What follows belongs to an exercise in optimizing a design on an open flow for small area; a production flow would make more cautious choices. In this exercise RTL edits were held to simulation tests only and were not proved equivalent to the original. Power is estimated from default activity; no workload was simulated.

File: config.mk
export PLATFORM = sky130hd
export DESIGN_NAME = Sdram_Control
export DESIGN_NICKNAME = Sdram_Control
export VERILOG_FILES = /design/flow/design.v
export SDC_FILE = /design/flow/constraint.sdc
export NUM_CORES = 8
export LEC_CHECK = 0
export CAP_MARGIN = 20
export CORE_MARGIN = 2
export CORE_UTILIZATION = 70
export SLEW_MARGIN = 20
File: constraint.sdc
create_clock -name core_clock -period 10.0 [get_ports {CLK}]
set_input_delay 2.0000 -clock core_clock [delete_from_list [all_inputs] [get_ports {CLK}]]
set_output_delay 2.0000 -clock core_clock [all_outputs]
set_load 0.01 [all_outputs]
File: design.v
parameter	INIT_PER	   =	24000;
parameter	REF_PER		=	1024;
parameter	SC_CL		  =	3;
parameter	SC_RCD		=	3;
parameter	SC_RRD		=	7;
parameter	SC_PM		  =	1;
parameter	SC_BL		  =	1;
parameter	SDR_BL		=	(SC_PM == 1) ? 3'b111	:
							        (SC_BL == 1) ? 3'b000	:
							        (SC_BL == 2) ? 3'b001 :
							        (SC_BL == 4) ? 3'b010 : 3'b011;
parameter	SDR_BT		=	1'b0;	 
parameter	SDR_CL		=	(SC_CL == 2) ? 3'b10 : 3'b11;
module Sdram_Control (
		RESET_N, CLK,
		WR1_ADDR, WR1_MAX_ADDR, WR1_LENGTH, WR1_LOAD,
		WR1_FIFO_Q, WR1_FIFO_RUSEDW, WR1_FIFO_RDREQ,
		RD1_ADDR, RD1_MAX_ADDR, RD1_LENGTH, RD1_LOAD,
		RD1_FIFO_DATA, RD1_FIFO_WRREQ, RD1_FIFO_WUSEDW,
		SA, BA, CS_N, CKE, RAS_N, CAS_N, WE_N,
		DQ_IN, DQ_OUT, DQ_OE, DQM
);
parameter	INIT_PER	   =	24000;
parameter	REF_PER		=	1024;
parameter	SC_CL		  =	3;
parameter	SC_RCD		=	3;
parameter	SC_RRD		=	7;
parameter	SC_PM		  =	1;
parameter	SC_BL		  =	1;
parameter	SDR_BL		=	(SC_PM == 1) ? 3'b111	:
							        (SC_BL == 1) ? 3'b000	:
							        (SC_BL == 2) ? 3'b001 :
							        (SC_BL == 4) ? 3'b010 : 3'b011;
parameter	SDR_BT		=	1'b0;	 
parameter	SDR_CL		=	(SC_CL == 2) ? 3'b10 : 3'b11;
input                           RESET_N;
input                           CLK;
input   [23-1:0]            WR1_ADDR;
input   [23-1:0]            WR1_MAX_ADDR;
input          [10:0]           WR1_LENGTH;
input                           WR1_LOAD;
input   [16-1:0]            WR1_FIFO_Q;
input           [9:0]           WR1_FIFO_RUSEDW;
output                          WR1_FIFO_RDREQ;
input   [23-1:0]            RD1_ADDR;
input   [23-1:0]            RD1_MAX_ADDR;
input          [10:0]           RD1_LENGTH;
input                           RD1_LOAD;
output  [16-1:0]            RD1_FIFO_DATA;
output                          RD1_FIFO_WRREQ;
input           [9:0]           RD1_FIFO_WUSEDW;
output        [11:0]            SA;
output         [1:0]            BA;
output         [1:0]            CS_N;
output                          CKE;
output                          RAS_N;
output                          CAS_N;
output                          WE_N;
input   [16-1:0]            DQ_IN;
output  [16-1:0]            DQ_OUT;
output                          DQ_OE;
output [16/8-1:0]           DQM;
localparam [14:0] T_TOP  = INIT_PER + REF_PER + 201;    
localparam [14:0] T_REF  = REF_PER;
function automatic lt23(input [22:0] a, input [22:0] b);
	integer i; reg l;
	begin
		l = 1'b0;
		for (i = 0; i < 23; i = i + 1)
			l = (~a[i] & b[i]) | (~a[i] & l) | (b[i] & l);
		lt23 = l;
	end
endfunction
function automatic [8:0] dec9(input [8:0] x);
	integer i; reg b;
	begin
		b = 1'b1;
		for (i = 0; i < 9; i = i + 1) begin
			dec9[i] = x[i] ^ b;
			b = b & ~x[i];
		end
	end
endfunction
function automatic [14:0] dec15(input [14:0] x);
	integer i; reg b;
	begin
		b = 1'b1;
		for (i = 0; i < 15; i = i + 1) begin
			dec15[i] = x[i] ^ b;
			b = b & ~x[i];
		end
	end
endfunction
function automatic [3:0] dec4(input [3:0] x);
	integer i; reg b;
	begin
		b = 1'b1;
		for (i = 0; i < 4; i = i + 1) begin
			dec4[i] = x[i] ^ b;
			b = b & ~x[i];
		end
	end
endfunction
function automatic [2:0] dec3(input [2:0] x);
	integer i; reg b;
	begin
		b = 1'b1;
		for (i = 0; i < 3; i = i + 1) begin
			dec3[i] = x[i] ^ b;
			b = b & ~x[i];
		end
	end
endfunction
function automatic [2:0] inc3(input [2:0] x);
	integer i; reg c;
	begin
		c = 1'b1;
		for (i = 0; i < 3; i = i + 1) begin
			inc3[i] = x[i] ^ c;
			c = c & x[i];
		end
	end
endfunction
function automatic lt10(input [9:0] a, input [9:0] b);
	integer i; reg l;
	begin
		l = 1'b0;
		for (i = 0; i < 10; i = i + 1)
			l = (~a[i] & b[i]) | (~a[i] & l) | (b[i] & l);
		lt10 = l;
	end
endfunction
reg  [22:0] rWR1_ADDR, rRD1_ADDR, rWR1_MAX, rRD1_MAX;
reg   [8:0] rWR1_LEN, rRD1_LEN;
reg         mWR, mRD;         
reg   [2:0] U;                
reg   [8:0] R;                
reg         out_valid, rdone, cmd_d, CMD_ACK;
reg         cont_r;
reg   [2:0] A_cb;             
reg   [7:0] A_col;            
wire [22:0] A = {A_cb, mWR ? rWR1_ADDR[19:8] : rRD1_ADDR[19:8], A_col};
reg  [15:0] mDATAOUT;
wire cnt   = U[2] | U[1];
wire st0   = (U == 3'd0);
wire st1   = (U == 3'd1);
wire endc  = cnt & (R == 9'h1FB);    
wire s_frc = cnt & (R == 9'h1FE);    
wire rq0   = cnt & (R == 9'h000);    
wire wdone = endc & mWR;
wire Write = mWR & ~st0 & ~wdone;
wire Read  = mRD & ~st0;
wire start = st0 & (mWR | (mRD & ~rdone));
wire idle  = ~mWR & ~mRD & st0 & ~WR1_LOAD & ~RD1_LOAD;
wire wcond = ~lt10(WR1_FIFO_RUSEDW, {1'b0, rWR1_LEN}) && (rWR1_LEN != 9'd0);
wire rcond = lt10(RD1_FIFO_WUSEDW, {1'b0, rRD1_LEN});
wire  [8:0] len_s = mWR ? rWR1_LEN : rRD1_LEN;
wire [22:0] max_s = mWR ? rWR1_MAX : rRD1_MAX;
reg  [23:0] nxt;             
always @* begin : add_nxt
	integer i; reg c;
	c = 1'b0;
	for (i = 0; i < 23; i = i + 1) begin
		nxt[i] = A[i] ^ (i < 9 ? len_s[i] : 1'b0) ^ c;
		c = (A[i] & (i < 9 ? len_s[i] : 1'b0)) | (c & (A[i] ^ (i < 9 ? len_s[i] : 1'b0)));
	end
	nxt[23] = c;
end
wire        mflag = (max_s[22:9] == 14'd0) && lt10({1'b0, max_s[8:0]}, {1'b0, len_s});
wire        cont  = nxt[23] ? (mflag & lt23(nxt[22:0], max_s)) : (mflag | lt23(nxt[22:0], max_s));
reg  [14:0] T;
reg         REF_REQ;
wire INIT_REQ  = ~REF_REQ & (T >= REF_PER + 201) & (T <= REF_PER + INIT_PER + 200);
wire PRECHARGE = ~REF_REQ & (T == REF_PER + 180);
wire REFRESH   = ~REF_REQ & ((T == REF_PER + 160) | (T == REF_PER + 140) |
                             (T == REF_PER + 120) | (T == REF_PER + 100) |
                             (T == REF_PER +  80) | (T == REF_PER +  60) |
                             (T == REF_PER +  40) | (T == REF_PER +  20));
reg do_rwa, do_refresh, do_pl;    
wire do_precharge = do_pl & (T >= REF_PER);
wire do_load_mode = do_pl & (T < REF_PER);
reg [3:0] J;           
reg [2:0] P;           
reg rw_flag, ex, oe4, OE, do_rw;
reg c_ras, c_cas, c_we;
reg s_ras, s_cas, s_we;
wire LOAD_MODE = ~REF_REQ & (T == REF_PER) & ~(~s_ras & ~s_cas & s_we);
wire s_init = ~REF_REQ & (T >= REF_PER + 198) & (T <= REF_PER + INIT_PER + 197);
wire REF_ACK = ~c_ras & ~c_cas & c_we & REF_REQ;
wire CM_ACK = J[3] & J[0] & ~REF_ACK;
reg [1:0] rw_shift;
wire command_done = (J != 4'd0);
wire rp_done      = P[2] | (P[1] & P[0]);
wire do_any = do_refresh | do_rwa | do_pl;
wire do_reada  = do_rwa & mRD;
wire do_writea = do_rwa & mWR;
wire PM_STOP;
wire c_act = rw_shift[1];      
wire s_act = rw_shift[0];      
assign PM_STOP = s_frc;
always @(posedge CLK)
	if (!RESET_N) begin
		rWR1_ADDR <= WR1_ADDR;
		rRD1_ADDR <= RD1_ADDR;
		rWR1_MAX  <= WR1_MAX_ADDR;
		rRD1_MAX  <= RD1_MAX_ADDR;
		rWR1_LEN  <= WR1_LENGTH[8:0];
		rRD1_LEN  <= RD1_LENGTH[8:0];
	end else begin
		if (wdone)
			rWR1_ADDR <= cont_r ? nxt[22:0] : WR1_ADDR;
		if (rdone)
			rRD1_ADDR <= cont_r ? nxt[22:0] : RD1_ADDR;
	end
always @(posedge CLK)
	if (!RESET_N) begin
		mWR <= 1'b0; mRD <= 1'b0; U <= 3'd0;
		out_valid <= 1'b0; rdone <= 1'b0;
		cmd_d <= 1'b0; CMD_ACK <= 1'b0; A_cb <= 3'd0; A_col <= 8'd0;
	end else begin
		cont_r <= cont;
		if (idle & wcond)
			mWR <= 1'b1;
		else if (idle & rcond)
			mRD <= 1'b1;
		if (rdone)
			mRD <= 1'b0;
		else if (wdone)
			mWR <= 1'b0;
		if (st0) begin
			if (start) U <= 3'd1;
		end else if (st1) begin
			if (CMD_ACK) U <= 3'd2;
		end else if (endc)
			U <= 3'd0;
		else if (U != 3'd7)
			U <= inc3(U);
		out_valid <= Read & (U == 3'd7) & ~endc;
		rdone     <= Read & endc;
		cmd_d     <= st1;
		CMD_ACK   <= CM_ACK & ~CMD_ACK;
		if (cmd_d)
			{A_cb, A_col} <= mWR ? {rWR1_ADDR[22:20], rWR1_ADDR[7:0]} : {rRD1_ADDR[22:20], rRD1_ADDR[7:0]};
	end
always @(posedge CLK) begin
	if (st0)
		R <= len_s;
	else if (cnt)
		R <= dec9(R);
	mDATAOUT <= DQ_IN;    
end
always @(posedge CLK)
	if (!RESET_N) begin
		T <= T_TOP; REF_REQ <= 1'b0;
	end else begin
		T          <= REF_ACK ? T_REF : dec15(T);
		REF_REQ    <= (T == 15'd0) | (REF_REQ & ~REF_ACK);
	end
always @(posedge CLK)
	if (!RESET_N) begin
		do_rwa <= 0; do_refresh <= 0; do_pl <= 0;
		J <= 0; P <= 0; rw_flag <= 0; ex <= 0;
	end else if (INIT_REQ) begin
		do_rwa <= 0; do_refresh <= 0; do_pl <= 0;
		J <= 0; P <= 0; rw_flag <= 0; ex <= 0;
	end else begin
		do_refresh   <= (REF_REQ | REFRESH) & ~command_done & ~do_refresh & ~rp_done & ~do_rwa;
		do_rwa       <= cmd_d & ~command_done & ~do_rwa & ~rp_done & ~REF_REQ;
		if (cmd_d & ~command_done & ~do_rwa & ~rp_done & ~REF_REQ)
			ex <= 1'b1;
		do_pl        <= (PRECHARGE | LOAD_MODE) & ~command_done & ~do_pl;
		if (do_any) begin
			J <= 4'd9;
			rw_flag <= do_reada;
		end else if (J != 4'd0)
			J <= dec4(J);
		if (J == 4'd1)
			P <= 3'd7;
		else if (~ex) begin
			if (P != 3'd0) P <= dec3(P);
		end else if (PM_STOP) begin
			if (P != 3'd0) P <= dec3(P);
			ex <= 1'b0;
		end
	end
always @(posedge CLK)
	if (!RESET_N) begin
		oe4 <= 0; OE <= 0; rw_shift <= 0; do_rw <= 0;
	end else begin
		if (do_writea)
			oe4 <= 1'b1;
		else if (do_precharge | do_reada | do_refresh | PM_STOP)    
			oe4 <= 1'b0;
		OE <= oe4;
		if (do_rwa)
			rw_shift <= 2'b10;
		else begin
			rw_shift <= rw_shift >> 1;
			do_rw    <= rw_shift[0];
		end
	end
always @(posedge CLK)
	if (!RESET_N) begin
		c_ras <= 1; c_cas <= 1; c_we <= 1;
		s_ras <= 1; s_cas <= 1; s_we <= 1;
	end else begin
		if (do_refresh)                              {c_ras, c_cas, c_we} <= 3'b001;
		else if (do_precharge & (oe4 | rw_flag))     {c_ras, c_cas, c_we} <= 3'b110;
		else if (do_precharge)                       {c_ras, c_cas, c_we} <= 3'b010;
		else if (do_load_mode)                       {c_ras, c_cas, c_we} <= 3'b000;
		else if (do_rwa)                             {c_ras, c_cas, c_we} <= 3'b011;
		else if (do_rw)                              {c_ras, c_cas, c_we} <= {2'b10, rw_flag};
		else                                         {c_ras, c_cas, c_we} <= 3'b111;
		{s_ras, s_cas, s_we} <= {c_ras, c_cas, c_we};
	end
wire s_lm    = ~s_ras & ~s_cas & ~s_we;                  
wire s_baz   = ~s_we & (s_cas | ~s_ras);                 
wire s_csall = (~s_ras & (~s_cas | ~s_we)) | (s_cas & ~s_we) | s_init;   
wire s_a10   = (s_ras & ~s_cas) | (s_cas & ~s_we);       
wire [11:0] sa_rc = s_act ? {A[19], A[18] & ~s_a10, A[17:8]} : {4'd0, A[7:0]};
assign SA    = s_frc ? 12'h200 : s_lm ? {2'b00, SDR_CL, SDR_BT, SDR_BL} : sa_rc;
assign BA    = s_baz ? 2'b00 : A[21:20];
assign CS_N  = ~CKE ? 2'b01 : s_csall ? 2'b00 : {~A[22], A[22]};
assign CKE   = ~(((T == T_TOP) | (T == T_TOP - 15'd1)) & ~REF_REQ);
assign RAS_N = s_ras & ~s_frc;
assign CAS_N = s_cas | s_frc;
assign WE_N  = s_we & ~s_frc;
wire dqm_n = (U[2] & ~(mWR & s_frc)) | rdone;
assign DQM   = {~dqm_n, ~dqm_n};
assign DQ_OUT = WR1_FIFO_Q;
assign DQ_OE  = OE;
assign WR1_FIFO_RDREQ = mWR & (U[2] | (U[1] & U[0])) & ~R[8];    
assign RD1_FIFO_WRREQ = out_valid;
assign RD1_FIFO_DATA  = mDATAOUT;
endmodule
File: flow/run.sh
#!/bin/bash
# Standard ORFS layout with these changes to how it is made:
#  - synthesis maps with an area-oriented ABC script (flow/abc_area.script) and
#    leaves adders to ABC instead of mapping them to adder cells first; the rest
#    of synthesis, and so every register, is the standard synthesis's;
#  - the port buffers use the smallest buffer cell;
#  - the clock tree clusters its sinks into fewer, larger clusters, without
#    dummy loads, and uses a small root buffer.
set -euo pipefail
rm -rf scripts_abc
cp -r "$FLOW_HOME/scripts" scripts_abc
cp flow/abc_area.script scripts_abc/abc_speed.script
bash standard.sh finish \
  "SCRIPTS_DIR=$PWD/scripts_abc" \
  'ADDER_MAP_FILE=' \
  'BUFFER_PORTS_ARGS=-buffer_cell sky130_fd_sc_hd__buf_1' \
  'CTS_ARGS=-sink_clustering_enable -repair_clock_nets -sink_clustering_size 28 -sink_clustering_max_diameter 120 -dont_use_dummy_load -buf_list sky130_fd_sc_hd__clkbuf_16 -root_buf sky130_fd_sc_hd__clkbuf_4' \
  > standard_make.log 2>&1
File: flow/abc_area.script
strash
&get -n
&st
&deepsyn -T 120 -t
&put
dch -f
amap -m -F 4 -A 8
File: standard.sh
#!/bin/bash
# synth_recipe.tcl (not shown) runs the flow's synth.tcl, then flattens the netlist and writes it again
# the make line also repeats each setting of config.mk as NAME=value (left out here)
make -C /OpenROAD-flow-scripts/flow DESIGN_CONFIG=/design/flow/config.mk WORK_HOME=/design/flow/orfs CLKGATE_MAP_FILE= SYNTH_SCRIPT=/design/flow/synth_recipe.tcl "${@:-finish}"
==> impl_metrics.yaml, run 1 <==
status:
  outcome: "timing/DRC/antenna clean"
sta:
  timing_hold_violations_final: 0
  setup_viol: 0
  drv_slew: 0
  finClkSkew_ns: 0.0203
  finalWorstPathRequiredPeriod_ns: 7.22
  finalCritPeriodShare_pct: 72.2
  fin_setup_tns_ns: 0
  max_slew_margin_pct: 33.8
  tightest_slew_ns: 0.983
  rsz0062_at_grt: "no"
  clock.fmax_mhz: 139
drt:
  drc: 0
  finalWirelength_um: 21300
  via_count: 7422
  wl_per_cell_um: 17.7
  vias_per_cell: 6.15
  antenna_left: 0
  drt_iter0_markers: 881
  first_pass_iters: 6
critical_path:
  crit_top_cell: "nor2_1"
  critPathLaunchType: "flop"
  cp_slowest_cell: "o22ai_1"
  end_kind: "flop"
  slowest_delay_ns: 0.64
  critPathRequiredTime_ns: 10.60
  worstPathMaxFanout: 21
  critical_path_class: "reg -> reg"
  crit_arrival_ns: 7.82
global_routing:
  grt_max_degree: 73
  grt_pass1_wl_um: 32900
  grt.total_usage_pct: 32.6
  antenna_found_initial: 0
  grt_pass1_vias: 6996
  grt-ovfl-total: 0
cts:
  hold_buffers: 0
  htreeDepth: 4
  numClockSinks: 195
  clk_path_buf_depth: 2
  clk_pin_slew_ns: 0.07
  cts_repair_resize_count: 0
  clockRootBuffer: "clkbuf_4"
  cts_tree: "built"
  worstSkewPairLatency_ns: 0.75
  numCtsBuffers: 17
  cts_setup_buffers: 0
cells_and_area:
  nets: 1231
  synthToLayoutAreaGrowth_pct: 14.4
  diodes: 0
  fin_cells: 1206
  drive_above_1_share_pct: 2.74
  mostFrequentLayoutCell: "buf_1"
  final_cell_mix: "190 x buf_1, 139 x nor2_1, 120 x edfxtp_1"
  fillers: 772
floorplan:
  start_util_pct: 71.5
  core_area_um2: 12000
  ios: 227
  fp.dieArea_um2: 13100
  die_width_um: 115
  die_y_um: 115
  row_count: 40
yosys:
  synth_edf_count: 120
  synth-seq-cells: 195
  syn-instance-count: 862
  yosysSeqAreaShare_pct: 59.6
  ys_types: 42
  ys.warnings.count: 1
  synth_area_per_cell_um2: 9.93
  synthFlopType: "edfxtp_1"
  synth_nets: 1032
  synthArstFlopShare_pct: 0
  synth_area_um2: 8560
power_and_ir_drop:
  ir_drop_mv: 0.176
  power_per_cell_area_nw_per_um2: 179
  leakagePower_nw: 3.30
placement:
  dp_cells: 1189
  numPortBuffers: 190
  gp_congestion: 0.920
  post-dp-hpwl_um: 14900
job:
  max_cap_viol_count: 0
hold_path:
  hold_path_class: "reg -> reg"
-- metrics by stage --
stage | util (%) | total power, mW | hold slack [ns] | setup slack, ns | cell area, µm²
2_1_floorplan | - | 1.14 | 0.399 | 2.49 | 8560
3_3_place_gp | 78.5 | 1.22 | 0.434 | 3.34 | 9390
3_5_place_dp | 78.5 | 1.22 | 0.436 | 3.16 | 9390
4_1_cts | 81.9 | 1.74 | 0.459 | 2.92 | 9790
5_1_grt | 81.9 | 1.81 | 0.473 | 1.88 | 9790
6_report | 81.9 | 1.75 | 0.456 | 2.78 | 9790
-- cell families (layout without fill, tap and decap cells) --
| family | after synthesis | in the layout | share of synthesized area (%) |
|---|---|---|---|
| compound gates | 290 | 290 | 21.4 |
| simple gates | 243 | 243 | 12.3 |
| flops | 195 | 195 | 59.6 |
| buf+inv | 134 | 331 | 6.62 |
-- worst max-delay path: cells and delay by family (launching register included) --
family | cells | cell delay (ns)
buffers and inverters | 9 | 1.42
DFF | 1 | 0.33
and+or+nand+nor | 23 | 3.28
AOI/OAI and AO/OA | 11 | 2.01
-- cell type report --
cell class                 instances  area, µm²  area share (%)
sequential                       195       5110            52.1
tap                              147        184            1.88
timing repair buffer             197        766            7.82
multi-input combinational        533       2890            29.5
clock buffer                      17        408            4.16
inverter                         117        440            4.50
-- final timing paths --
path,from,to,slack [ns],cells after the start
setup / recovery,mWR$_SDFF_PN0_,cont_r$_DFFE_PP_,2.78,43
hold reg to reg,ex$_SDFF_PP0_,ex$_SDFF_PP0_,0.46,1
hold / removal,ex$_SDFF_PP0_,ex$_SDFF_PP0_,0.46,1
setup reg to reg,mWR$_SDFF_PN0_,cont_r$_DFFE_PP_,2.78,43
-- power breakdown --
group          internal, mW  switching (mW)
sequential            0.922          0.0277
clock                 0.279           0.256
combinational        0.0966           0.172
total                  1.30           0.455
-- per-layer routing --
| metal | global-route usage, % | routed length (µm) | part of all wire, % | vias to the layer above |
|---|---|---|---|---|
| met5 | 0 | 0 | 0 | - |
| met4 | 11.3 | 397 | 1.9 | 0 |
| met3 | 7.83 | 2200 | 10 | 41 |
| met2 | 54.3 | 10500 | 49 | 432 |
| met1 | 42.3 | 8240 | 39 | 3401 |
| li1 | - | - | - | 3548 |
-- cells in the mapped netlist (all sizes together) (2+ instances only) --
library cell | instances | share of area, %
o22a | 19 | 1.9
o211ai | 5 | 0.44
edfxtp | 120 | 42
o21a | 2 | 0.18
nor3 | 21 | 1.2
dfxtp | 75 | 18
a21o | 4 | 0.35
nand3 | 2 | 0.12
a21oi | 85 | 5.0
buf | 17 | 1.5
nand2 | 41 | 1.8
clkinv | 117 | 5.1
o221ai | 7 | 0.72
a22o | 4 | 0.41
a211o | 2 | 0.20
o221a | 2 | 0.26
nand4 | 6 | 0.44
a32oi | 3 | 0.31
o21ai | 61 | 3.6
or3 | 6 | 0.44
or4 | 3 | 0.26
o22ai | 56 | 4.1
a221oi | 3 | 0.31
a22oi | 6 | 0.53
a211oi | 3 | 0.26
nor2b | 4 | 0.29
a222oi | 15 | 1.8
or2 | 10 | 0.73
nor4 | 6 | 0.44
o21bai | 4 | 0.35
a31oi | 4 | 0.29
nor2 | 139 | 6.1
-- flip-flops by register name (all words and copies together) (netlist names), 3 cells and up --
name / count
rRD1_ADDR: 23
rRD1_MAX: 23
rWR1_ADDR: 23
rWR1_MAX: 23
mDATAOUT: 16
T: 15
R: 9
rRD1_LEN: 9
rWR1_LEN: 9
A_col: 8
J: 4
A_cb: 3
P: 3
U: 3
==> inputs of run 2 (changes only) <==
--- a/flow/run.sh
+++ b/flow/run.sh
@@ -16,3 +16,3 @@
   'BUFFER_PORTS_ARGS=-buffer_cell sky130_fd_sc_hd__buf_1' \
-  'CTS_ARGS=-sink_clustering_enable -repair_clock_nets -sink_clustering_size 28 -sink_clustering_max_diameter 120 -dont_use_dummy_load -buf_list sky130_fd_sc_hd__clkbuf_16 -root_buf sky130_fd_sc_hd__clkbuf_4' \
+  'CTS_ARGS=-sink_clustering_enable -repair_clock_nets -sink_clustering_size 25 -sink_clustering_max_diameter 100 -dont_use_dummy_load -buf_list sky130_fd_sc_hd__clkbuf_16 -root_buf sky130_fd_sc_hd__clkbuf_4' \
   > standard_make.log 2>&1
==> run 2 against run 1 <==
  * Still clean on timing, DRC and antenna
  * Synthesized cell count is the same
  * Sequential share of layout area is the same
  * Sequential power is essentially flat
  * Clock power is essentially flat
  * Core utilization is the same
  * Critical path depth is the same
  * Non-clock buffer count is the same
  * Hold slack is the same
  * Flip-flop and latch count is the same
  * Cell count is the same
  * Critical endpoint unchanged
  * Largest cell class unchanged
==> impl_metrics.yaml, run 2 <==
drt:
  drt_iter0_markers: 881
  wl_per_cell_um: 17.7
  via_count: 7422
  drc: 0
  vias_per_cell: 6.15
  antenna_left: 0
  finalWirelength_um: 21300
  first_pass_iters: 6
yosys:
  synth_nets: 1032
  yosysTopAreaCell: "edfxtp_1"
  synth_area_per_cell_um2: 9.93
  synth_area_um2: 8560
  synth.most_common_cell: "nor2_1"
  yosysSeqAreaShare_pct: 59.6
  ys.warnings.count: 1
  syn-instance-count: 862
  yosysTopAreaCellShare_pct: 42.1
  synthTopCellsByCount: "139 x nor2_1, 120 x edfxtp_1, 117 x clkinv_1"
  synthArstFlopShare_pct: 0
  yosys-top-cells-area: "edfxtp_1 42%, dfxtp_1 18%, nor2_1 6.1%, clkinv_1 5.1%, a21oi_1 5.0%"
  ys_types: 42
  synthFlopType: "edfxtp_1"
  synth_edf_count: 120
  synth-seq-cells: 195
sta:
  finClkSkew_ns: 0.0203
  timing_hold_violations_final: 0
  finalWorstPathRequiredPeriod_ns: 7.22
  setup_ws_ns: 2.78
  drv_slew: 0
  setup_viol: 0
  rsz0062_at_grt: "no"
  tightest_slew_ns: 0.983
  finalCritPeriodShare_pct: 72.2
  clock.fmax_mhz: 139
  fin_setup_tns_ns: 0
  max_slew_margin_pct: 33.8
cts:
  clockRootBuffer: "clkbuf_4"
  hold_buffers: 0
  cts_tree: "built"
  clk_path_buf_depth: 2
  htreeDepth: 4
  worstSkewPairLatency_ns: 0.75
  clk_pin_slew_ns: 0.07
  numClockSinks: 195
  cts_setup_buffers: 0
  numCtsBuffers: 17
  cts_repair_resize_count: 0
job:
  max_cap_viol_count: 0
global_routing:
  grt_pass1_vias: 6996
  grt-ovfl-total: 0
  antenna_found_initial: 0
  grt_max_degree: 73
  grt.total_usage_pct: 32.6
  grt_pass1_wl_um: 32900
cells_and_area:
  final_cell_mix: "190 x buf_1, 139 x nor2_1, 120 x edfxtp_1"
  nets: 1231
  finish.instance_area_um2: 9790
  synthToLayoutAreaGrowth_pct: 14.4
  drive_above_1_share_pct: 2.74
  fillers: 772
  mostFrequentLayoutCell: "buf_1"
  diodes: 0
  fin_cells: 1206
placement:
  post-dp-hpwl_um: 14900
  numPortBuffers: 190
  placed_cell_area_um2: 9390
  dp_cells: 1189
  gp_congestion: 0.920
  place_ws_ns: 3.16
critical_path:
  critical_path_class: "reg -> reg"
  crit_top_cell: "nor2_1"
  worstPathMaxFanout: 21
  r2r_slack_ns: 2.78
  path_buf_inv: 9
  cpLargestDelayFamily: "simple AND/OR/NAND/NOR gates"
  end_kind: "flop"
  critPathLaunchType: "flop"
  crit_arrival_ns: 7.82
  slowest_delay_ns: 0.64
  critPathRequiredTime_ns: 10.60
  cp_slowest_cell: "o22ai_1"
floorplan:
  die_y_um: 115
  start_util_pct: 71.5
  ios: 227
  die_width_um: 115
  fp.dieArea_um2: 13100
  core_area_um2: 12000
  row_count: 40
hold_path:
  hold_path_class: "reg -> reg"
power_and_ir_drop:
  power_per_cell_area_nw_per_um2: 179
  ir_drop_mv: 0.176
  leakagePower_nw: 3.30
status:
  outcome: "timing/DRC/antenna clean"
run 2: cell counts after synthesis:
No cell type changed its count.
run 2: worst register-to-register path, delay by kind of cell, from the launching register on:
kind,cells,cell delay [ns]
AOI/OAI and AO/OA,11,2.02
DFF,1,0.33
buffers and inverters,9,1.42
and+or+nand+nor,23,3.28
run 2: cells by family (layout without fill, tap and decap cells):
group	after synthesis	after routing	share of synthesized area (%)
AO/OA/AOI/OAI	290	290	21.4
AND/OR/NAND/NOR	243	243	12.3
buffers and inverters	134	331	6.62
flip-flops	195	195	59.6
run 2: area by class of cell:
type	instances	area, µm²	share of cell area, %
timing repair buffer	197	766	7.82
inverter	117	440	4.50
sequential	195	5110	52.1
multi-input combinational	533	2890	29.5
tap	147	184	1.88
clock buffer	17	408	4.16
run 2: power by group:
group          leakage, nW  switching, mW  total (mW)  internal (mW)
Combinational         1.31          0.172       0.268         0.0966
Clock                0.202          0.256       0.535          0.279
Sequential            1.78         0.0277       0.950          0.922
run 2: worst paths after layout:
check,start,endpoint,cells past startpoint
worst max-delay path,mWR$_SDFF_PN0_,cont_r$_DFFE_PP_,43
worst min-delay path,ex$_SDFF_PP0_,ex$_SDFF_PP0_,1
worst max register to register,mWR$_SDFF_PN0_,cont_r$_DFFE_PP_,43
worst min register to register,ex$_SDFF_PP0_,ex$_SDFF_PP0_,1
run 2: metal layers:
layer  global-route usage, %  vias to the layer above  share of wire [%]
met2                    54.3                      432                 49
met1                    42.3                     3401                 39
met3                    7.83                       41                 10
met4                    11.3                        0                1.9
met5                       0                        -                  0
li1                        -                     3548                  -
run 2: through the flow:
| step | power, mW | utilization [%] | hold slack (ns) |
|---|---|---|---|
| 6_report | 1.75 | 81.9 | 0.456 |
| 5_1_grt | 1.81 | 81.9 | 0.473 |
| 4_1_cts | 1.74 | 81.9 | 0.459 |
| 3_5_place_dp | 1.22 | 78.5 | 0.436 |
| 3_3_place_gp | 1.22 | 78.5 | 0.434 |
| 2_1_floorplan | 1.14 | - | 0.399 |
==> inputs of run 3 (changes only) <==
--- a/design.v
+++ b/design.v
@@ -137,3 +137,3 @@
 reg   [8:0] R;                
-reg         out_valid, rdone, cmd_d, CMD_ACK;
+reg         out_valid, cmd_d, CMD_ACK;
 reg         cont_r;
@@ -144,2 +144,3 @@
 wire cnt   = U[2] | U[1];
+wire rdone;
 wire st0   = (U == 3'd0);
@@ -152,2 +153,3 @@
 wire Read  = mRD & ~st0;
+assign rdone = st0 & mRD & (R == 9'h1FA);
 wire start = st0 & (mWR | (mRD & ~rdone));
@@ -217,3 +219,3 @@
 		mWR <= 1'b0; mRD <= 1'b0; U <= 3'd0;
-		out_valid <= 1'b0; rdone <= 1'b0;
+		out_valid <= 1'b0;
 		cmd_d <= 1'b0; CMD_ACK <= 1'b0; A_cb <= 3'd0; A_col <= 8'd0;
@@ -238,3 +240,2 @@
 		out_valid <= Read & (U == 3'd7) & ~endc;
-		rdone     <= Read & endc;
 		cmd_d     <= st1;
--- a/flow/run.sh
+++ b/flow/run.sh
@@ -16,3 +16,3 @@
   'BUFFER_PORTS_ARGS=-buffer_cell sky130_fd_sc_hd__buf_1' \
-  'CTS_ARGS=-sink_clustering_enable -repair_clock_nets -sink_clustering_size 25 -sink_clustering_max_diameter 100 -dont_use_dummy_load -buf_list sky130_fd_sc_hd__clkbuf_16 -root_buf sky130_fd_sc_hd__clkbuf_4' \
+  'CTS_ARGS=-sink_clustering_enable -repair_clock_nets -sink_clustering_size 28 -sink_clustering_max_diameter 160 -dont_use_dummy_load -root_buf sky130_fd_sc_hd__clkbuf_4 -tree_buf sky130_fd_sc_hd__clkbuf_8 -sink_clustering_buffer sky130_fd_sc_hd__clkbuf_16' \
   > standard_make.log 2>&1
--- a/config.mk
+++ b/config.mk
@@ -9,3 +9,3 @@
 export CORE_MARGIN = 2
-export CORE_UTILIZATION = 70
+export CORE_UTILIZATION = 60
 export SLEW_MARGIN = 20
==> run 3 against run 2 <==
  * Still clean on timing, DRC and antenna
  * Synthesized cell count grew 0.35%
  * Sequential power grew 3.1%
  * Sequential share of layout area grew 0.58 points
  * Largest power group unchanged
  * Highest routed layer unchanged
==> impl_metrics.yaml, run 3 <==
status:
  outcome: "timing/DRC/antenna clean"
cells_and_area:
  final_cell_mix: "190 x buf_1, 139 x nor2_1, 120 x edfxtp_1"
  mostFrequentLayoutCell: "buf_1"
  fillers: 1122
  nets: 1234
  drive_above_1_share_pct: 2.73
  diodes: 0
  fin_cells: 1242
  synthToLayoutAreaGrowth_pct: 12.9
critical_path:
  cpLargestDelayFamily: "simple AND/OR/NAND/NOR gates"
  critPathLaunchType: "flop"
  worstPathMaxFanout: 46
  path_buf_inv: 2
  crit_top_cell: "nor2_1"
  critPathRequiredTime_ns: 10.34
  slowest_delay_ns: 0.44
  end_kind: "flop"
  crit_arrival_ns: 6.82
  critical_path_class: "reg -> reg"
  cp_slowest_cell: "or3_1"
yosys:
  synth_area_um2: 8540
  synth.most_common_cell: "nor2_1"
  yosysTopAreaCellShare_pct: 42.2
  yosysTopAreaCell: "edfxtp_1"
  synth_nets: 1035
  synthTopCellsByCount: "139 x nor2_1, 120 x edfxtp_1, 108 x clkinv_1"
  syn-instance-count: 865
  synthFlopType: "edfxtp_1"
  yosys-top-cells-area: "edfxtp_1 42%, dfxtp_1 17%, nor2_1 6.1%, a21oi_1 5.8%, clkinv_1 4.7%"
  ys_types: 41
  synth_area_per_cell_um2: 9.87
  ys.warnings.count: 1
  synthArstFlopShare_pct: 0
  synth_edf_count: 120
  synth-seq-cells: 194
  yosysSeqAreaShare_pct: 59.5
cts:
  cts_setup_buffers: 0
  numClockSinks: 194
  numCtsBuffers: 17
  cts_repair_resize_count: 0
  hold_buffers: 0
  cts_tree: "built"
  clockRootBuffer: "clkbuf_4"
  htreeDepth: 4
  clk_pin_slew_ns: 0.08
  worstSkewPairLatency_ns: 0.62
  clk_path_buf_depth: 2
drt:
  drc: 0
  wl_per_cell_um: 16.5
  finalWirelength_um: 20400
  drt_iter0_markers: 732
  vias_per_cell: 5.82
  antenna_left: 0
  via_count: 7233
  first_pass_iters: 8
job:
  max_cap_viol_count: 0
global_routing:
  grt_max_degree: 90
  grt_pass1_vias: 6571
  antenna_found_initial: 0
  grt_pass1_wl_um: 31900
  grt.total_usage_pct: 27.8
  grt-ovfl-total: 0
sta:
  tightest_slew_ns: 1.03
  finalWorstPathRequiredPeriod_ns: 6.48
  clock.fmax_mhz: 154
  max_slew_margin_pct: 30.9
  setup_viol: 0
  drv_slew: 0
  fin_setup_tns_ns: 0
  finClkSkew_ns: 0.0337
  finalCritPeriodShare_pct: 64.8
  timing_hold_violations_final: 0
  rsz0062_at_grt: "no"
power_and_ir_drop:
  leakagePower_nw: 3.27
  ir_drop_mv: 0.160
  power_per_cell_area_nw_per_um2: 188
floorplan:
  core_area_um2: 13900
  fp.dieArea_um2: 15200
  row_count: 43
  start_util_pct: 61.5
  ios: 227
  die_y_um: 123
  die_width_um: 123
hold_path:
  hold_path_class: "reg -> reg"
placement:
  gp_congestion: 0.865
  post-dp-hpwl_um: 14800
  numPortBuffers: 190
  dp_cells: 1225
-- run 3: cell count changes after synthesis, moves of 5 or more --
| cell | previous run | this run |
|---|---|---|
| a21oi_1 | 85 | 99 |
| a22oi_1 | 6 | 11 |
| a22o_1 | 4 | 14 |
| clkinv_1 | 117 | 108 |
| nand2_1 | 41 | 49 |
| o22a_1 | 19 | 1 |
| o21ai_0 | 61 | 51 |
-- run 3: worst register-to-register path: cells and delay by family, from the launching register on --
family,cells,cell delay (ns)
simple gates,16,2.86
compound gates,13,2.55
buf+inv,2,0.49
flops,1,0.32
-- run 3: path summary, 6_finish.rpt --
kind	slack, ns	cells after the start	startpoint	end
worst max register to register	3.52	31	mWR$_SDFF_PN0_	cont_r$_DFFE_PP_
worst max-delay path	3.52	31	mWR$_SDFF_PN0_	cont_r$_DFFE_PP_
worst min register to register	0.44	1	CMD_ACK$_SDFF_PN0_	CMD_ACK$_SDFF_PN0_
worst min-delay path	0.44	1	CMD_ACK$_SDFF_PN0_	CMD_ACK$_SDFF_PN0_
-- run 3: metal layers --
layer / part of all wire, % / vias to the layer above / GRT usage, %
li1: - / 3552 / -
met3: 8.4 / 52 / 6.87
met4: 2.4 / 0 / 9.66
met1: 43 / 3323 / 38.1
met2: 47 / 306 / 43.6
met5: 0 / - / 0
-- run 3: stage by stage --
step	total power, mW	util [%]	area (µm²)	worst slack [ns]	hold WS, ns
floorplan	1.32	-	8540	2.70	0.393
global placement	1.44	67.8	9420	3.79	0.436
detailed placement	1.45	67.8	9420	3.68	0.437
CTS	1.81	69.5	9650	3.65	0.448
global route	1.91	69.5	9650	2.57	0.471
finish	1.81	69.5	9650	3.52	0.439
-- run 3: layout make-up --
cell class,count,area (µm²),share of cell area [%]
tap,180,225,2.33
timing repair buffer,197,766,7.94
sequential,194,5080,52.7
multi-input combinational,546,2940,30.4
clock buffer,17,228,2.36
inverter,108,405,4.20
-- run 3: logic make-up (layout without fill, tap and decap cells) --
group,count (synthesis),after routing,share of synthesized area [%]
AO/OA/AOI/OAI,289,289,21.2
buffers and inverters,125,322,6.24
flip-flops,194,194,59.5
AND/OR/NAND/NOR,257,257,13.1
-- run 3: power breakdown --
part	internal, mW	switching (mW)
registers	0.942	0.0374
logic	0.164	0.295
clock network	0.145	0.229
total	1.25	0.562
==> inputs of run 4 (changes only) <==
--- a/config.mk
+++ b/config.mk
@@ -9,3 +9,3 @@
 export CORE_MARGIN = 2
-export CORE_UTILIZATION = 60
+export CORE_UTILIZATION = 75
 export SLEW_MARGIN = 20
==> run 4 against run 3 <==
  * Synthesized area did not move
  * Sequential power rose by 0.6%
  * Register-to-register slack got worse by 0.67 ns
  * Critical endpoint unchanged
==> impl_metrics.yaml, run 4 <==
cts:
  worstSkewPairLatency_ns: 0.65
  clk_pin_slew_ns: 0.09
  cts_repair_resize_count: 0
  clockRootBuffer: "clkbuf_4"
  numCtsBuffers: 17
  htreeDepth: 4
  cts_tree: "built"
  clk_path_buf_depth: 2
  hold_buffers: 0
  cts_setup_buffers: 0
  numClockSinks: 194
yosys:
  synthSimpleGateAreaFrac_pct: 13.1
  synth_xor_area_share_pct: 0
  synth.area.mux_share_pct: 0
  synth.most_common_cell: "nor2_1"
  yosysTopAreaCell: "edfxtp_1"
  synth_nets: 1035
  synth_fa_ha_area_share_pct: 0
  synthFlopType: "edfxtp_1"
  syn-instance-count: 865
  synth-seq-cells: 194
  synth_edf_count: 120
  synthTopCellsByCount: "139 x nor2_1, 120 x edfxtp_1, 108 x clkinv_1"
  ys_types: 41
  synth_top_family_by_area: "compound AO/OA/AOI/OAI gates"
  yosysTopAreaCellShare_pct: 42.2
  yosysSeqAreaShare_pct: 59.5
  synthArstFlopShare_pct: 0
  ys.warnings.count: 1
  synth_area_um2: 8540
  yosys-top-cells-area: "edfxtp_1 42%, dfxtp_1 17%, nor2_1 6.1%, a21oi_1 5.8%, clkinv_1 4.7%"
  synth_area_per_cell_um2: 9.87
  synth_compound_area_share_pct: 21.2
cells_and_area:
  nets: 1235
  synthToLayoutAreaGrowth_pct: 12.4
  diodes: 0
  drive_above_1_share_pct: 2.82
  finish.instance_area_um2: 9600
  mostFrequentLayoutCell: "buf_1"
  final_cell_mix: "190 x buf_1, 139 x nor2_1, 120 x edfxtp_1"
power_and_ir_drop:
  power_frac_seq_pct: 52.6
  switching_share_pct: 33.1
  power_per_cell_area_nw_per_um2: 195
  leakagePower_nw: 3.27
  p_comb_share_pct: 27.0
  p_clk_share_pct: 20.5
  ir_drop_mv: 0.174
  p_sw_mw: 0.620
  intPower_mw: 1.25
sta:
  timing_hold_violations_final: 0
  drv_slew: 0
  tightest_slew_ns: 1.08
  finClkSkew_ns: 0.0256
  fin_setup_tns_ns: 0
  rsz0062_at_grt: "no"
  finalCritPeriodShare_pct: 71.5
  setup_ws_ns: 2.85
  clock.fmax_mhz: 140
  finalWorstPathRequiredPeriod_ns: 7.15
  setup_viol: 0
  max_slew_margin_pct: 27.5
status:
  outcome: "timing/DRC/antenna clean"
floorplan:
  die_y_um: 111
  core_area_um2: 11000
  start_util_pct: 77.8
  row_count: 38
  fp.dieArea_um2: 12300
  ios: 227
  die_width_um: 111
placement:
  numPortBuffers: 190
  gp_congestion: 0.874
  placed_cell_area_um2: 9380
  post-dp-hpwl_um: 16400
  place_ws_ns: 3.31
global_routing:
  grt.total_usage_pct: 39.7
  grt-ovfl-total: 0
  grt_max_degree: 90
  grt_pass1_wl_um: 38100
  antenna_found_initial: 0
  grt_pass1_vias: 7710
critical_path:
  r2r_slack_ns: 2.85
  crit_top_cell: "nor2_1"
  endpoint: "cont_r$_DFFE_PP_"
  end_kind: "flop"
  slowest_delay_ns: 0.48
  reg2reg_from: "mWR$_SDFF_PN0_"
  reg2reg_depth: 32
  worstPathMaxFanout: 47
  cp_slowest_cell: "buf_4"
  crit_arrival_ns: 7.52
  critPathLaunchType: "flop"
  critical_path_class: "reg -> reg"
  r2r_end: "cont_r$_DFFE_PP_"
  critPathRequiredTime_ns: 10.37
  cp-startpoint: "mWR$_SDFF_PN0_"
hold_path:
  hold_path_class: "reg -> reg"
drt:
  wl_per_cell_um: 20.1
  vias_per_cell: 6.62
  antenna_left: 0
  first_pass_iters: 7
  via_count: 7965
  drc: 0
  finalWirelength_um: 24100
  drt_iter0_markers: 1203
job:
  max_cap_viol_count: 0
==> run 4: cell counts after synthesis <==
Identical to the previous run, type by type.
==> run 4: worst min-delay path by stage <==
| stage | cells past startpoint | from | to | slack (ns) |
|---|---|---|---|---|
| after global routing | 1 | CMD_ACK$_SDFF_PN0_ | CMD_ACK$_SDFF_PN0_ | 0.46 |
| after detailed placement | 1 | CMD_ACK$_SDFF_PN0_ | CMD_ACK$_SDFF_PN0_ | 0.43 |
| after CTS | 1 | CMD_ACK$_SDFF_PN0_ | CMD_ACK$_SDFF_PN0_ | 0.45 |
| final | 1 | CMD_ACK$_SDFF_PN0_ | CMD_ACK$_SDFF_PN0_ | 0.44 |
| after global placement | 1 | c_cas$_SDFF_PN1_ | s_cas$_SDFF_PN1_ | 0.43 |
| after floorplan | 1 | CMD_ACK$_SDFF_PN0_ | CMD_ACK$_SDFF_PN0_ | 0.39 |
==> run 4: area by class of cell <==
class                      instances  area [µm²]
inverter                         108         405
clock buffer                      17         228
timing repair buffer             198         773
sequential                       194        5080
tap                              140         175
fill                             566        1380
multi-input combinational        546        2940
==> run 4: power by group through the flow <==
stage / clock, mW / sequential [mW] / combinational [mW]
2_1_floorplan: 0 / 0.997 / 0.322
3_3_place_gp: 0 / 0.994 / 0.436
3_5_place_dp: 0 / 0.999 / 0.461
4_1_cts: 0.379 / 0.983 / 0.481
5_1_grt: 0.405 / 0.991 / 0.538
6_report: 0.383 / 0.985 / 0.505
==> run 4: per-layer routing <==
metal	wire length [µm]	up-vias	track usage, %
met1	8130	3580	47.8
met4	1310	0	19.9
met3	2910	154	10.1
met5	0	-	0
met2	11800	668	66.7
li1	-	3563	-
==> run 4: kinds of logic (layout without fill, tap and decap cells) <==
logic type	count (synthesis)	count (layout)
AOI/OAI and AO/OA	289	289
buffers and inverters	125	323
and+or+nand+nor	257	257
DFF	194	194
==> run 4: stage by stage <==
stage / total power [mW] / std cells / utilization [%] / hold slack [ns]
2_1_floorplan: 1.32 / 865 / - / 0.393
3_3_place_gp: 1.43 / 1186 / 85.4 / 0.431
3_5_place_dp: 1.46 / 1186 / 85.4 / 0.432
4_1_cts: 1.84 / 1203 / 87.4 / 0.449
5_1_grt: 1.93 / 1203 / 87.4 / 0.461
6_report: 1.87 / 1203 / 87.4 / 0.436
==> run 4: worst max-delay path: cells and delay by family, from the launching register on <==
family	cells	cell delay (ns)
and+or+nand+nor	16	3.11
AOI/OAI and AO/OA	13	2.57
buffers and inverters	3	0.85
DFF	1	0.32
==> inputs of run 5 (changes only) <==
--- a/config.mk
+++ b/config.mk
@@ -9,3 +9,3 @@
 export CORE_MARGIN = 2
-export CORE_UTILIZATION = 75
+export CORE_UTILIZATION = 70
 export SLEW_MARGIN = 20
==> run 5 against run 4 <==
  * Still clean
  * Clock power fell by 2%
  * Non-clock buffer count fell by 1
  * Wire length fell by 14%
  * Via count fell by 7.8%
  * Worst setup slack improved by 0.72 ns
  * Register-to-register slack improved by 0.72 ns
  * Critical endpoint unchanged
  * Largest cell class unchanged
==> impl_metrics.yaml, run 5 <==
status:
  outcome: "timing/DRC/antenna clean"
yosys:
  ys_types: 41
  ys.warnings.count: 1
  synthFlopType: "edfxtp_1"
  yosys-top-cells-area: "edfxtp_1 42%, dfxtp_1 17%, nor2_1 6.1%, a21oi_1 5.8%, clkinv_1 4.7%"
  synth-seq-cells: 194
  synth_area_um2: 8540
  synthTopCellsByCount: "139 x nor2_1, 120 x edfxtp_1, 108 x clkinv_1"
  synthArstFlopShare_pct: 0
  synth_area_per_cell_um2: 9.87
  yosysSeqAreaShare_pct: 59.5
  synth_nets: 1035
  synth.most_common_cell: "nor2_1"
  yosysTopAreaCellShare_pct: 42.2
  yosysTopAreaCell: "edfxtp_1"
  syn-instance-count: 865
  synth_edf_count: 120
cells_and_area:
  fillers: 791
  synthToLayoutAreaGrowth_pct: 12.5
  mostFrequentLayoutCell: "buf_1"
  final_cell_mix: "190 x buf_1, 139 x nor2_1, 120 x edfxtp_1"
  diodes: 0
  drive_above_1_share_pct: 2.73
  nets: 1234
cts:
  numCtsBuffers: 17
  clk_pin_slew_ns: 0.08
  cts_repair_resize_count: 0
  hold_buffers: 0
  htreeDepth: 4
  cts_setup_buffers: 0
  clockRootBuffer: "clkbuf_4"
  clk_path_buf_depth: 2
  worstSkewPairLatency_ns: 0.62
  cts_tree: "built"
  numClockSinks: 194
sta:
  drv_slew: 0
  finClkSkew_ns: 0.0235
  fin_setup_tns_ns: 0
  timing_hold_violations_final: 0
  setup_viol: 0
  finalWorstPathRequiredPeriod_ns: 6.43
  tightest_slew_ns: 1.13
  rsz0062_at_grt: "no"
  whs_ns: 0.441
  setup_ws_ns: 3.57
  finalCritPeriodShare_pct: 64.3
  clock.fmax_mhz: 155
  max_slew_margin_pct: 24.5
placement:
  post-dp-hpwl_um: 15100
  numPortBuffers: 190
  place_ws_ns: 3.66
  gp_congestion: 0.889
drt:
  first_pass_iters: 6
  finalWirelength_um: 20700
  met1Wirelength_um: 8220
  drc: 0
  antenna_left: 0
  dr_wl_met2_um: 9940
  dr_wl_met3_um: 2020
  wl_per_cell_um: 17.1
  drt_iter0_markers: 848
  vias_per_cell: 6.08
  via_count: 7347
  top_layer_used: "met4"
power_and_ir_drop:
  ir_drop_mv: 0.162
  leakagePower_nw: 3.27
  power_per_cell_area_nw_per_um2: 189
  power_mw: 1.82
critical_path:
  slowest_delay_ns: 0.44
  crit_top_cell: "nor2_1"
  worstPathMaxFanout: 46
  cp_slowest_cell: "or3_1"
  end_kind: "flop"
  crit_arrival_ns: 6.78
  critPathLaunchType: "flop"
  critPathRequiredTime_ns: 10.35
  critical_path_class: "reg -> reg"
global_routing:
  grt_max_degree: 80
  grt_pass1_vias: 6685
  grt_pass1_wl_um: 32000
  antenna_found_initial: 0
  grt.total_usage_pct: 32.1
  grt-ovfl-total: 0
floorplan:
  die_width_um: 114
  start_util_pct: 71.4
  row_count: 40
  die_y_um: 114
  ios: 227
  fp.dieArea_um2: 13100
  core_area_um2: 12000
hold_path:
  hold_path_class: "reg -> reg"
job:
  max_cap_viol_count: 0
[run 5: cell count changes in the layout (fill, tap and decap cells not counted), sizes merged]
cell / before / now
buf: 198 / 197
[run 5: path summary, 6_finish.rpt]
kind,start,endpoint,slack (ns),cells past startpoint
worst max-delay path,mWR$_SDFF_PN0_,cont_r$_DFFE_PP_,3.57,31
worst min-delay path,CMD_ACK$_SDFF_PN0_,CMD_ACK$_SDFF_PN0_,0.44,1
worst max register to register,mWR$_SDFF_PN0_,cont_r$_DFFE_PP_,3.57,31
worst min register to register,CMD_ACK$_SDFF_PN0_,CMD_ACK$_SDFF_PN0_,0.44,1
[run 5: logic make-up after synthesis]
logic type / synth area share [%]
AO/OA/AOI/OAI: 21.2
AND/OR/NAND/NOR: 13.1
flip-flops: 59.5
buffers and inverters: 6.24
[run 5: worst max-delay path, delay by kind of cell (launching register included)]
family,cells,cell delay [ns]
flops,1,0.31
buf+inv,2,0.48
compound gates,13,2.44
simple gates,16,2.94
[run 5: power by group]
| part | total (mW) | internal (mW) | switching, mW | leakage (nW) |
|---|---|---|---|---|
| logic | 0.460 | 0.164 | 0.296 | 1.38 |
| clock network | 0.375 | 0.145 | 0.230 | 0.120 |
| registers | 0.982 | 0.942 | 0.0393 | 1.77 |
[run 5: final cells by class]
type	count	area (µm²)	share of cell area [%]
flip-flops and latches	194	5080	52.9
inverters	108	405	4.22
repair buffers	197	766	7.97
clock buffers	17	228	2.37
well taps	147	184	1.92
multi-input cells	546	2940	30.6
[run 5: metrics by stage]
step | cell area (µm²) | instances | util (%)
after CTS | 9600 | 1209 | 80.3
after detailed placement | 9380 | 1192 | 78.4
after global placement | 9380 | 1192 | 78.4
after global routing | 9600 | 1209 | 80.3
after floorplan | 8540 | 865 | -
final | 9600 | 1209 | 80.3
[run 5: routing by layer]
| layer | track usage (%) | up-vias |
|---|---|---|
| met2 | 51.4 | 381 |
| met3 | 8.79 | 51 |
| met4 | 11.5 | 0 |
| li1 | - | 3558 |
| met5 | 0 | - |
| met1 | 42.7 | 3357 |
==> inputs of run 6 (changes only) <==
--- a/design.v
+++ b/design.v
@@ -62,4 +62,4 @@
 output [16/8-1:0]           DQM;
-localparam [14:0] T_TOP  = INIT_PER + REF_PER + 201;    
-localparam [14:0] T_REF  = REF_PER;
+localparam [15:0] T_TOP  = INIT_PER + REF_PER + 201;    
+localparam [15:0] T_REF  = REF_PER;
 function automatic lt23(input [22:0] a, input [22:0] b);
@@ -83,3 +83,3 @@
 endfunction
-function automatic [14:0] dec15(input [14:0] x);
+function automatic [15:0] dec16(input [15:0] x);
 	integer i; reg b;
@@ -87,4 +87,4 @@
 		b = 1'b1;
-		for (i = 0; i < 15; i = i + 1) begin
-			dec15[i] = x[i] ^ b;
+		for (i = 0; i < 16; i = i + 1) begin
+			dec16[i] = x[i] ^ b;
 			b = b & ~x[i];
@@ -137,10 +137,7 @@
 reg   [8:0] R;                
-reg         out_valid, cmd_d, CMD_ACK;
+reg         out_valid, rdone, cmd_d, CMD_ACK;
 reg         cont_r;
-reg   [2:0] A_cb;             
-reg   [7:0] A_col;            
-wire [22:0] A = {A_cb, mWR ? rWR1_ADDR[19:8] : rRD1_ADDR[19:8], A_col};
+reg  [22:0] A;                
 reg  [15:0] mDATAOUT;
 wire cnt   = U[2] | U[1];
-wire rdone;
 wire st0   = (U == 3'd0);
@@ -153,3 +150,2 @@
 wire Read  = mRD & ~st0;
-assign rdone = st0 & mRD & (R == 9'h1FA);
 wire start = st0 & (mWR | (mRD & ~rdone));
@@ -172,3 +168,3 @@
 wire        cont  = nxt[23] ? (mflag & lt23(nxt[22:0], max_s)) : (mflag | lt23(nxt[22:0], max_s));
-reg  [14:0] T;
+reg  [15:0] T;
 reg         REF_REQ;
@@ -180,5 +176,3 @@
                              (T == REF_PER +  40) | (T == REF_PER +  20));
-reg do_rwa, do_refresh, do_pl;    
-wire do_precharge = do_pl & (T >= REF_PER);
-wire do_load_mode = do_pl & (T < REF_PER);
+reg do_rwa, do_refresh, do_precharge, do_load_mode;    
 reg [3:0] J;           
@@ -195,3 +189,3 @@
 wire rp_done      = P[2] | (P[1] & P[0]);
-wire do_any = do_refresh | do_rwa | do_pl;
+wire do_any = do_refresh | do_rwa | do_precharge | do_load_mode;
 wire do_reada  = do_rwa & mRD;
@@ -219,4 +213,4 @@
 		mWR <= 1'b0; mRD <= 1'b0; U <= 3'd0;
-		out_valid <= 1'b0;
-		cmd_d <= 1'b0; CMD_ACK <= 1'b0; A_cb <= 3'd0; A_col <= 8'd0;
+		out_valid <= 1'b0; rdone <= 1'b0;
+		cmd_d <= 1'b0; CMD_ACK <= 1'b0; A <= 23'd0;
 	end else begin
@@ -240,2 +234,3 @@
 		out_valid <= Read & (U == 3'd7) & ~endc;
+		rdone     <= Read & endc;
 		cmd_d     <= st1;
@@ -243,3 +238,3 @@
 		if (cmd_d)
-			{A_cb, A_col} <= mWR ? {rWR1_ADDR[22:20], rWR1_ADDR[7:0]} : {rRD1_ADDR[22:20], rRD1_ADDR[7:0]};
+			A <= mWR ? rWR1_ADDR : rRD1_ADDR;
 	end
@@ -256,4 +251,4 @@
 	end else begin
-		T          <= REF_ACK ? T_REF : dec15(T);
-		REF_REQ    <= (T == 15'd0) | (REF_REQ & ~REF_ACK);
+		T          <= REF_ACK ? T_REF : dec16(T);
+		REF_REQ    <= (T == 16'd0) | (REF_REQ & ~REF_ACK);
 	end
@@ -261,6 +256,6 @@
 	if (!RESET_N) begin
-		do_rwa <= 0; do_refresh <= 0; do_pl <= 0;
+		do_rwa <= 0; do_refresh <= 0; do_precharge <= 0; do_load_mode <= 0;
 		J <= 0; P <= 0; rw_flag <= 0; ex <= 0;
 	end else if (INIT_REQ) begin
-		do_rwa <= 0; do_refresh <= 0; do_pl <= 0;
+		do_rwa <= 0; do_refresh <= 0; do_precharge <= 0; do_load_mode <= 0;
 		J <= 0; P <= 0; rw_flag <= 0; ex <= 0;
@@ -271,3 +266,4 @@
 			ex <= 1'b1;
-		do_pl        <= (PRECHARGE | LOAD_MODE) & ~command_done & ~do_pl;
+		do_precharge <= PRECHARGE & ~command_done & ~do_precharge;
+		do_load_mode <= LOAD_MODE & ~command_done & ~do_load_mode;
 		if (do_any) begin
@@ -324,3 +320,3 @@
 assign CS_N  = ~CKE ? 2'b01 : s_csall ? 2'b00 : {~A[22], A[22]};
-assign CKE   = ~(((T == T_TOP) | (T == T_TOP - 15'd1)) & ~REF_REQ);
+assign CKE   = ~(((T == T_TOP) | (T == T_TOP - 16'd1)) & ~REF_REQ);
 assign RAS_N = s_ras & ~s_frc;
==> flow/run.sh (replaced) <==
#!/bin/bash
set -euo pipefail
bash standard.sh finish 'BUFFER_PORTS_ARGS=-buffer_cell sky130_fd_sc_hd__buf_1' 'CTS_ARGS=-sink_clustering_enable -repair_clock_nets -sink_clustering_size 28 -sink_clustering_max_diameter 160 -dont_use_dummy_load -root_buf sky130_fd_sc_hd__clkbuf_4 -tree_buf sky130_fd_sc_hd__clkbuf_8 -sink_clustering_buffer sky130_fd_sc_hd__clkbuf_16' > standard_make.log 2>&1
--- a/config.mk
+++ b/config.mk
@@ -9,3 +9,3 @@
 export CORE_MARGIN = 2
-export CORE_UTILIZATION = 70
+export CORE_UTILIZATION = 40
 export SLEW_MARGIN = 20
removed: flow/abc_area.script
==> run 6 against run 5 <==
  * Still clean
  * Final area rose by 16%
  * Clock skew rose by 0.018 ns
  * Non-clock buffer count rose by 3
  * Combinational power rose by 33%
  * Worst setup slack got worse by 1.3 ns
  * Largest cell class unchanged
  * Highest routed layer unchanged
==> impl_metrics.yaml, run 6 <==
status:
  outcome: "timing/DRC/antenna clean"
critical_path:
  crit_arrival_ns: 8.14
  cp_slowest_cell: "dfxtp_4"
  r2r_slack_ns: 2.22
  critPathLaunchType: "flop"
  critPathRequiredTime_ns: 10.36
  crit_top_cell: "ha_1"
  critical_path_class: "reg -> reg"
  slowest_delay_ns: 0.56
  end_kind: "flop"
  worstPathMaxFanout: 25
  reg2reg_depth: 34
yosys:
  synth_nets: 1183
  yosysSeqAreaShare_pct: 53.8
  ys_types: 62
  synth.most_common_cell: "nand2_1"
  yosys-top-cells-area: "edfxtp_1 36%, dfxtp_1 18%, ha_1 6.3%, nand2_1 5.8%, mux2i_1 5.6%"
  synth_edf_count: 120
  syn-instance-count: 955
  synthTopCellsByCount: "155 x nand2_1, 120 x edfxtp_1, 89 x dfxtp_1"
  synth-seq-cells: 209
  synth_area_per_cell_um2: 10.5
  yosysTopAreaCell: "edfxtp_1"
  synthFlopType: "edfxtp_1"
  yosysTopAreaCellShare_pct: 36.0
  synth_area_um2: 10000
  ys.warnings.count: 1
  synthArstFlopShare_pct: 0
placement:
  post-dp-hpwl_um: 17300
  numPortBuffers: 190
  gp_congestion: 0.855
  dp_cells: 1425
cts:
  cts_repair_resize_count: 0
  worstSkewPairLatency_ns: 0.60
  hold_buffers: 0
  clk_pin_slew_ns: 0.11
  numCtsBuffers: 11
  clk_path_buf_depth: 3
  cts_tree: "built"
  cts_setup_buffers: 0
  htreeDepth: 1
  numClockSinks: 209
  clockRootBuffer: "clkbuf_4"
cells_and_area:
  synthToLayoutAreaGrowth_pct: 11.5
  mostFrequentLayoutCell: "buf_1"
  register_area_um2: 5390
  nets: 1342
  multi_input_area_um2: 4120
  final_cell_mix: "190 x buf_1, 155 x nand2_1, 120 x edfxtp_1"
  fillers: 2345
  drive_above_1_share_pct: 3.78
  fin_cells: 1436
  diodes: 0
global_routing:
  grt_pass1_vias: 7192
  grt.total_usage_pct: 17.6
  grt-ovfl-total: 0
  grt_max_degree: 64
  antenna_found_initial: 0
  grt_pass1_wl_um: 36800
sta:
  fin_setup_tns_ns: 0
  max_slew_margin_pct: 44.5
  drv_slew: 0
  finalCritPeriodShare_pct: 77.8
  timing_hold_violations_final: 0
  finalWorstPathRequiredPeriod_ns: 7.78
  setup_viol: 0
  rsz0062_at_grt: "no"
  clock.fmax_mhz: 129
  finClkSkew_ns: 0.0413
  tightest_slew_ns: 0.832
floorplan:
  row_count: 57
  fp.dieArea_um2: 26300
  ios: 227
  die_width_um: 162
  die_y_um: 162
  core_area_um2: 24500
  start_util_pct: 40.9
drt:
  first_pass_iters: 5
  drc: 0
  antenna_left: 0
  drt_iter0_markers: 489
  via_count: 7346
  finalWirelength_um: 23300
  vias_per_cell: 5.12
  wl_per_cell_um: 16.2
job:
  max_cap_viol_count: 0
hold_path:
  hold_path_depth: 1
  hold_path_class: "reg -> reg"
power_and_ir_drop:
  ir_drop_mv: 0.140
  power_per_cell_area_nw_per_um2: 193
  leakagePower_nw: 4.27
## run 6: cell types whose count changed in the layout (fill, tap and decap cells not counted), sizes merged, moves of 13 or more
| cell | before | now |
|---|---|---|
| a222oi | 13 | 0 |
| inv | 2 | 60 |
| nor2 | 139 | 80 |
| a211oi | 2 | 27 |
| mux2i | 0 | 56 |
| nand2 | 49 | 155 |
| o22ai | 54 | 4 |
| maj3 | 0 | 20 |
| ha | 0 | 50 |
| clkinv | 106 | 2 |
| dfxtp | 74 | 89 |
| a21oi | 99 | 42 |
## run 6: final timing paths
path,from,to
max,mWR$_SDFF_PN0_,cont_r$_DFFE_PP_
min,c_cas$_SDFF_PN1_,s_cas$_SDFF_PN1_
max reg2reg,mWR$_SDFF_PN0_,cont_r$_DFFE_PP_
min reg2reg,c_cas$_SDFF_PN1_,s_cas$_SDFF_PN1_
## run 6: metrics by stage
step	hold WS [ns]	utilization, %	total power, mW	worst slack (ns)	instance area, µm²
floorplan	0.398	-	1.58	1.73	10000
global placement	0.422	44.7	1.74	2.27	10900
detailed placement	0.435	44.7	1.76	2.22	10900
CTS	0.462	45.6	2.17	2.22	11200
global route	0.472	45.6	2.30	1.87	11200
finish	0.459	45.6	2.15	2.22	11200
## run 6: kinds of logic after synthesis
group                    Yosys count  synth area share (%)
adder cells (fa/ha/maj)           78                  9.98
buffers and inverters            116                  5.03
XOR/XNOR                           7                 0.613
AO/OA/AOI/OAI                    160                  10.2
AND/OR/NAND/NOR                  324                  14.2
flip-flops                       209                  53.8
multiplexers                      61                  6.16
## run 6: layer usage
layer  wire length, µm  global-route usage [%]
met5                 0                       0
met1             10900                    24.5
met2             10900                    29.8
met4               358                    3.38
met3              1150                    2.17
## run 6: cell type report
class,instances,share of cell area (%)
flip-flops and latches,209,48.3
clock buffers,11,2.00
inverters,62,2.10
multi-input cells,630,36.9
repair buffers,200,7.06
well taps,324,3.63
## run 6: critical path: cells and delay by family, from the launching register on
| kind | cells | cell delay (ns) |
|---|---|---|
| compound gates | 2 | 0.31 |
| fa+ha+maj | 24 | 5.78 |
| buf+inv | 4 | 0.22 |
| flops | 1 | 0.56 |
| mux | 1 | 0.41 |
| simple gates | 3 | 0.23 |
## run 6: power by group
group	leakage, nW	total (mW)	switching, mW	internal (mW)
Combinational	2.24	0.611	0.368	0.243
Clock	0.112	0.416	0.258	0.158
Sequential	1.92	1.12	0.0751	1.05

## what the ideal ports hide
The flow's constraints put no driver on any port. The routed layouts listed below were extracted and timed again, unchanged, in two steps.
Step 1 assumes that a clkbuf_16 drives the clock port and a buf_2 every other input.
Step 2 adds t to the input delays and takes it off the output delays; t is the mean of the earliest and latest rising clock arrival at the registers after step 1. Input paths then give back, and output paths get back, about the clock's delay inside the block.
a / b / c = no drivers / after step 1 / after step 2; a / b = the first two.
| run | t (ns) | setup slack, ns | worst setup path at the end |
|---|---|---|---|
| run 1 | 0.778 | 2.784 / 2.784 / 2.784 | register to register |
| run 2 | 0.778 | 2.784 / 2.784 / 2.784 | register to register |
| run 3 | 0.641 | 3.519 / 3.519 / 3.519 | register to register |
| run 4 | 0.670 | 2.847 / 2.847 / 2.847 | register to register |
| run 5 | 0.646 | 3.566 / 3.566 / 3.566 | register to register |
| run 6 | 0.616 | 2.219 / 2.219 / 2.219 | register to register |
After both steps setup and hold are still met in every run listed.
